Source: an optimization exercise on an open RTL-to-GDS flow (aim: small area, a short achievable clock period and few clock cycles per item). Production flows keep margins and buffers that such runs may drop. Where RTL was checked, it was by simulation tests only, not by an equivalence proof against the original. Power is estimated from default activity; no workload was simulated.

north:
Design cordic, start of the top module:
module cordic(
    input clk,
    input rst,                 
    input start,               
    input signed [7:0] xin,
    input signed [7:0] yin,
    input signed [7:0] angle,
    output reg signed [7:0] sine,
    output reg done
);
clock: 4.0 ns
lec_check: 0
cap_margin: 20
core_margin: 2
core_utilization: 65
cts_buf_list: sky130_fd_sc_hd__clkbuf_8
setup_slack_margin: 1.1
slew_margin: 20
standard.sh (not shown) runs the stock make flow with config.mk's settings and CLKGATE_MAP_FILE= SYNTH_SCRIPT=/design/flow/synth_recipe.tcl, a recipe that flattens the netlist after the stock synthesis.
==> flow/flow/run.sh <==
#!/bin/bash
# The standard layout, with the port buffers made from buf_2 cells instead of the
# slow delay buffers buffer_ports picks by default.
set -euo pipefail
export BUFFER_PORTS_ARGS="-buffer_cell sky130_fd_sc_hd__buf_2"

bash standard.sh > standard.log 2>&1
north: no failed stages, no open violations at the end
Testbench counts of north, summed over its fixed seeds: cycles 28,000, items 4,000.
--- input diff north..south ---
- CORE_UTILIZATION now 70, was 65
- SETUP_SLACK_MARGIN now 1.0, was 1.1
- CTS_BUF_LIST no longer set, was sky130_fd_sc_hd__clkbuf_8
diff --git a/flow/flow/run.sh b/flow/flow/run.sh
--- a/flow/flow/run.sh
+++ b/flow/flow/run.sh
@@ -5,3 +5,3 @@
 export BUFFER_PORTS_ARGS="-buffer_cell sky130_fd_sc_hd__buf_2"
-
+export ADDER_MAP_FILE=
 bash standard.sh > standard.log 2>&1
- Final cell area: south above north
- Est. power | south vs north | south higher
- Taking north as the reference, in south combinational group share of total power increased 2.7 points, final cycle utilization of the critical path increased 3.1 points, wire length of the first global-routing pass increased about 20%.
- The area growth from synthesis to final layout number comes out higher for north vs south.
The following lists how east was set up differently from south:
- SETUP_SLACK_MARGIN changed from 1.0 to 1.2
- CTS_BUF_LIST newly set to sky130_fd_sc_hd__clkbuf_8
- TNS_END_PERCENT newly set to 5
diff --git a/flow/flow/run.sh b/flow/flow/run.sh
--- a/flow/flow/run.sh
+++ b/flow/flow/run.sh
@@ -5,3 +5,3 @@
 export BUFFER_PORTS_ARGS="-buffer_cell sky130_fd_sc_hd__buf_2"
-export ADDER_MAP_FILE=
+
 bash standard.sh > standard.log 2>&1
## What came out
Every stage of the flow completed for east, and the final layout passed the timing, design-rule and antenna checks. east ended up with sine[7] as its capture point of the worst path; south ended up with sine[6]. When east is set beside south, its filler-free cell count of the finished design turns out to be 51 smaller. z[7] as the start point of the critical path was reported by south, and y[0] by east. When the final numbers for east and south were put side by side, the final wirelength turned out to be greater in south. The met2 track utilization from global routing was comparable across east and south.
Here is what was changed in the inputs of west compared with east.
- a deleted TNS_END_PERCENT that had been 5
- a change of SETUP_SLACK_MARGIN from 1.2 to 1.0
- a change of CTS_BUF_LIST from sky130_fd_sc_hd__clkbuf_8 to sky130_fd_sc_hd__clkbuf_4
Results
Diff east -> west | fraction of area in multi-input gates | increase of 1.5 points. Going from east to west, net count of the finished layout went down by 6; signed area change from the synthesized netlist to the final layout went down by 3.6 points; number of vias in the routed layout went up by about 0.9%. From east to west the numbers moved as follows: wire length of the first global-routing pass has decreased, slew at the pin closest to its max-slew limit has increased, highest net fanout along the worst path has increased.

---

## lane 1
cordic, a different RTL version from the one above (not shown whole).
For scale: ~32 flip-flops, about 36 I/O pins.
export LEC_CHECK = 0
export CAP_MARGIN = 5
export CORE_MARGIN = 2
export CORE_UTILIZATION = 70
export SETUP_SLACK_MARGIN = 1.0
export SLEW_MARGIN = 5
create_clock -name core_clock -period 4.0 [get_ports {clk}]
==> flow/flow/run.sh <==
#!/bin/bash
# The standard layout, with the port buffers made from buf_2 cells instead of the
# slow delay buffers buffer_ports picks by default.
set -euo pipefail
export BUFFER_PORTS_ARGS="-buffer_cell sky130_fd_sc_hd__buf_2"

bash standard.sh > standard.log 2>&1
Testbench counts of lane 1, summed over its fixed seeds: cycles 28,000, items 4,000.
Changes in lane 2 relative to lane 1:
Settings: swapping 1.0 for 0.8 in SETUP_SLACK_MARGIN; swapping 5 for 20 in CAP_MARGIN; swapping 5 for 20 in SLEW_MARGIN.
--- a/flow/flow/run.sh
+++ b/flow/flow/run.sh
@@ -6 +6 @@
-
+export ADDER_MAP_FILE=
--- outcome ---
Lane 2 ended with less arithmetic-cell share of the synthesized area counting full adders, half adders and majority gates than lane 1.
Per the comparison of lane 2 with lane 1, sequential portion of the cell area moved down; routed wire length rose by about 12%; total routed wire length on the met1 layer increased 260 um; fmax dropped 0.012 GHz; area fraction in compound gates after synthesis increased 2.0 points.
Per the comparison of lane 2 with lane 1, worst endpoint required time has increased; count of pins over their slew limit has remained practically unchanged; worst setup slack has decreased.
Of the two values seen for most common cell after layout, fill and taps aside, sky130_fd_sc_hd__buf_2 was produced by lane 1 and sky130_fd_sc_hd__xnor2_1 by lane 2.
Edits applied to the flow inputs when going from lane 2 to lane 3:
Settings: changing SETUP_SLACK_MARGIN from 0.8 to 1.0.
--- a/flow/flow/run.sh
+++ b/flow/flow/run.sh
@@ -6 +6 @@
-export ADDER_MAP_FILE=
+
[summary]
Mean number of vias per cell was lower in lane 3 than in lane 2.
Lane 3 ended with less period utilization than lane 2.
In lane 3, the area enclosed by the die boundary came out about 4.5% below the value in lane 2.
Higher detailed router's first-iteration violation count was reported by lane 3, not lane 2.
On post-synthesis instance area, lane 3 does better than lane 2.
Lane 2 → lane 3: clock share of power -0.3 points, cell count -about 7%.
A worst setup path startpoint of angle[7] is what lane 2 shows, while x[7] belongs to lane 3.
Sequential fraction of design power for lane 3: 7.4 points down relative to lane 2
| critical path depth in cells | lower: lane 3 |
Changes in lane 4 relative to lane 3:
Settings: SETUP_SLACK_MARGIN: 1.0 -> 1.2.
Results
Looking at launching instance or port of the critical path, the y[0] result is from lane 4; the x[7] one comes from lane 3.
Changes observed in lane 4 relative to lane 3: global router's overall resource usage climbed 6.4 points, sequential share of layout area dropped 1.5 points.
Lane 4 ends up with lower fmax than lane 3 does.
The via count of the first global-routing pass in lane 3 is 0.839 times that in lane 4.
Between lane 4 and lane 3, it is lane 4 whose share of total power in the clock network is lower, by 2.3 points.
The clock-pin transition on the worst setup and hold timing paths was comparable across lane 3 and lane 4.

---

## main
cordic, a different RTL version from the one above (not shown whole).
Size: ~380 cells after synthesis, ~28 flip-flops, ~36 I/O pins, ~0.0032 mm^2 of cells after synthesis.
Settings: LEC_CHECK=0, CAP_MARGIN=20, CORE_MARGIN=2, CORE_UTILIZATION=40, SETUP_SLACK_MARGIN=1.0, SLEW_MARGIN=20; clock period 4.0 ns.
run.sh (not shown) runs the stock make flow with config.mk's settings and CLKGATE_MAP_FILE= SYNTH_SCRIPT=/design/flow/synth_recipe.tcl, a recipe that flattens the netlist after the stock synthesis.
Stock flow here: none of the scripts above is used.
main closes out successfully: all stages finished, all timing, DRC and antenna checks passed.
### main -> the feature branch
Settings: clearing SETUP_SLACK_MARGIN, which used to be 1.0.
## What came out
- Going from main to the feature branch, combinational power shrinks by 15%.
- Changes observed in the feature branch relative to main: maximum number of pins on one net before global-route repair shows an increase of 79%, final wirelength shows a reduction of about 15%, number of nets in the layout shows a reduction of 48, via count shows a reduction of 329, internal power component shows a reduction of 12%.
Function was not checked in any run of this note: the RTL went through the layout flow alone.

---

RTL: one of the versions met above, not the one the previous note started from.
Size in the first run: roughly 36 I/O pins, roughly 2500 sq um of cells after synthesis.
export LEC_CHECK = 0
export CAP_MARGIN = 20
export CORE_MARGIN = 2
export CORE_UTILIZATION = 70
export CTS_BUF_LIST = sky130_fd_sc_hd__clkbuf_8
export SETUP_SLACK_MARGIN = 1.2
export SLEW_MARGIN = 20
create_clock -name core_clock -period 4.0 [get_ports {clk}]
standard.sh (not shown) runs the stock make flow with config.mk's settings and CLKGATE_MAP_FILE= SYNTH_SCRIPT=/design/flow/synth_recipe.tcl, a recipe that flattens the netlist after the stock synthesis.
==> flow/flow/run.sh <==
#!/bin/bash
# The standard layout, with the port buffers made from buf_2 cells instead of the
# slow delay buffers buffer_ports picks by default.
set -euo pipefail
export BUFFER_PORTS_ARGS="-buffer_cell sky130_fd_sc_hd__buf_2"

bash standard.sh > standard.log 2>&1
The starting point produced a clean layout.
Testbench counts at the start, summed over its fixed seeds: cycles 28,000, items 4,000.
Change:
- SETUP_SLACK_MARGIN: 1.2 -> 1.1
Result: The changed run produced a clean layout. Power goes down by 2.3%. Wire length is lower by 5.0%. Design area drops by 1.8%. Hold slack is better by 0.027 ns. Worst setup slack loses 0.042 ns. Final cell count goes down by 1.6%. Non-clock buffer count is lower by 6.
Change:
==> flow/run.sh (new file) <==
#!/bin/bash
# synth_recipe.tcl (not shown) runs the flow's synth.tcl, then flattens the netlist and writes it again
# the make line also repeats each setting of config.mk as NAME=value (left out here)
make -C /OpenROAD-flow-scripts/flow DESIGN_CONFIG=/design/flow/config.mk WORK_HOME=/design/flow/orfs CLKGATE_MAP_FILE= SYNTH_SCRIPT=/design/flow/synth_recipe.tcl finish
- SETUP_SLACK_MARGIN: 1.1 -> 1.0
removed: flow/flow/run.sh
removed: flow/standard.sh
Total power rises by about 7%.
Design area climbs by 8.6%.
Routed wire length increases by about 15%.
Cell count went up by 0.82%.
Worst setup slack degrades by 0.17 ns.
Register-to-register slack degrades by 0.10 ns.
Clock power stays flat.
Hold slack got worse by 0.026 ns.
Synthesized cell count is unchanged.
Sequential share of layout area falls by 1.9 points.
Change:
==> flow/flow/run.sh (new file) <==
#!/bin/bash
# The standard layout, with the port buffers made from buf_2 cells instead of the
# slow delay buffers buffer_ports picks by default.
set -euo pipefail
export BUFFER_PORTS_ARGS="-buffer_cell sky130_fd_sc_hd__buf_2"

bash standard.sh > standard.log 2>&1
==> flow/standard.sh (new file) <==
#!/bin/bash
# synth_recipe.tcl (not shown) runs the flow's synth.tcl, then flattens the netlist and writes it again
# the make line also repeats each setting of config.mk as NAME=value (left out here)
make -C /OpenROAD-flow-scripts/flow DESIGN_CONFIG=/design/flow/config.mk WORK_HOME=/design/flow/orfs CLKGATE_MAP_FILE= SYNTH_SCRIPT=/design/flow/synth_recipe.tcl "${@:-finish}"
- CORE_UTILIZATION: 70 -> 60
- SETUP_SLACK_MARGIN: 1.0 -> 1.1
removed: flow/run.sh
Effect: Setup slack improves by 0.16 ns. Combinational power shrinks by roughly a tenth. Non-clock buffer count is lower by 2. Power fell by a few percent. First-iteration DRC count shrinks by a quarter to a third. Via count decreases by a little under a tenth. Design area goes down by a little under a tenth.
Change:
- CORE_UTILIZATION: 60 -> 70
- PLACE_DENSITY: not set -> 0.7
Result:
- The new run finished with timing, DRC and antenna clean
- hold slack gains 0.030 ns
- count of clock-buffer cells in the layout does not change
- via count rose by 3.9%
- cell count fell by 1.4%
- routed wire length rose by 0.77%
- sequential cell count stays the same
- power rose by 0.65%
- global-route usage rose by 4.3 points
- die area fell by 13%
- non-clock buffer count fell by 1
- worst setup slack gains 0.010 ns
Change:
- PLACE_DENSITY: 0.7 -> not set
- SETUP_SLACK_MARGIN: 1.1 -> 1.0
Effect: The new run completed without violations; utilization shrinks by 0.89 points; area after synthesis stays the same; total power goes down by 0.60%; cell count shrinks by 0.55%; first-iteration DRC count came out lower by 23%.

re-timing with driven ports:
No port has a modelled driver above. Below, the same layouts with a new extraction and two added sets of constraints.
Step 1: set_driving_cell puts a clkbuf_16 on clk and a buf_2 on each other input, an assumption about the parent block.
Step 2 times the ports against the registers' clock, not the clock port: input delays grow and output delays shrink by t, the midpoint of the rising clock arrivals with the driver on.
a / b / c = ideal ports / drivers / drivers and shift; a / b = the first two.
run | shift t [ns] | slack for setup (ns) | pins driven straight from the clock port
north | 0.319 | 1.182 / 1.190 / 0.871 | 1
south | 0.326 | 1.059 / 1.029 / 0.879 | 1
east | 0.320 | 1.274 / 1.243 / 1.027 | 1
west | 0.373 | 1.154 / 1.128 / 0.925 | 1
lane 1 | 0.315 | 1.084 / 1.055 / 0.859 | 1
lane 2 | 0.314 | 0.977 / 0.981 / 0.674 | 1
lane 3 | 0.315 | 1.084 / 1.055 / 0.859 | 1
lane 4 | 0.321 | 1.053 / 1.023 / 0.995 | 1
main | 0.322 | 0.808 / 0.808 / 0.535 | 1
the feature branch | 0.316 | 0.297 / 0.268 / 0.297 | 1
the first run of note 4 | 0.322 | 1.274 / 1.243 / 1.028 | 1
the second run of note 4 | 0.320 | 1.232 / 1.204 / 0.958 | 1
the third run of note 4 | 0.324 | 1.064 / 1.060 / 0.748 | 1
the fourth run of note 4 | 0.313 | 1.222 / 1.226 / 0.913 | 1
the fifth run of note 4 | 0.320 | 1.232 / 1.204 / 0.958 | 1
the sixth run of note 4 | 0.317 | 1.196 / 1.168 / 0.956 | 1
After both steps setup and hold are still met in every run listed. The setup slack of the third run of note 4, which loses most, moves by -0.004 ns with the drivers and by -0.316 ns with both steps.
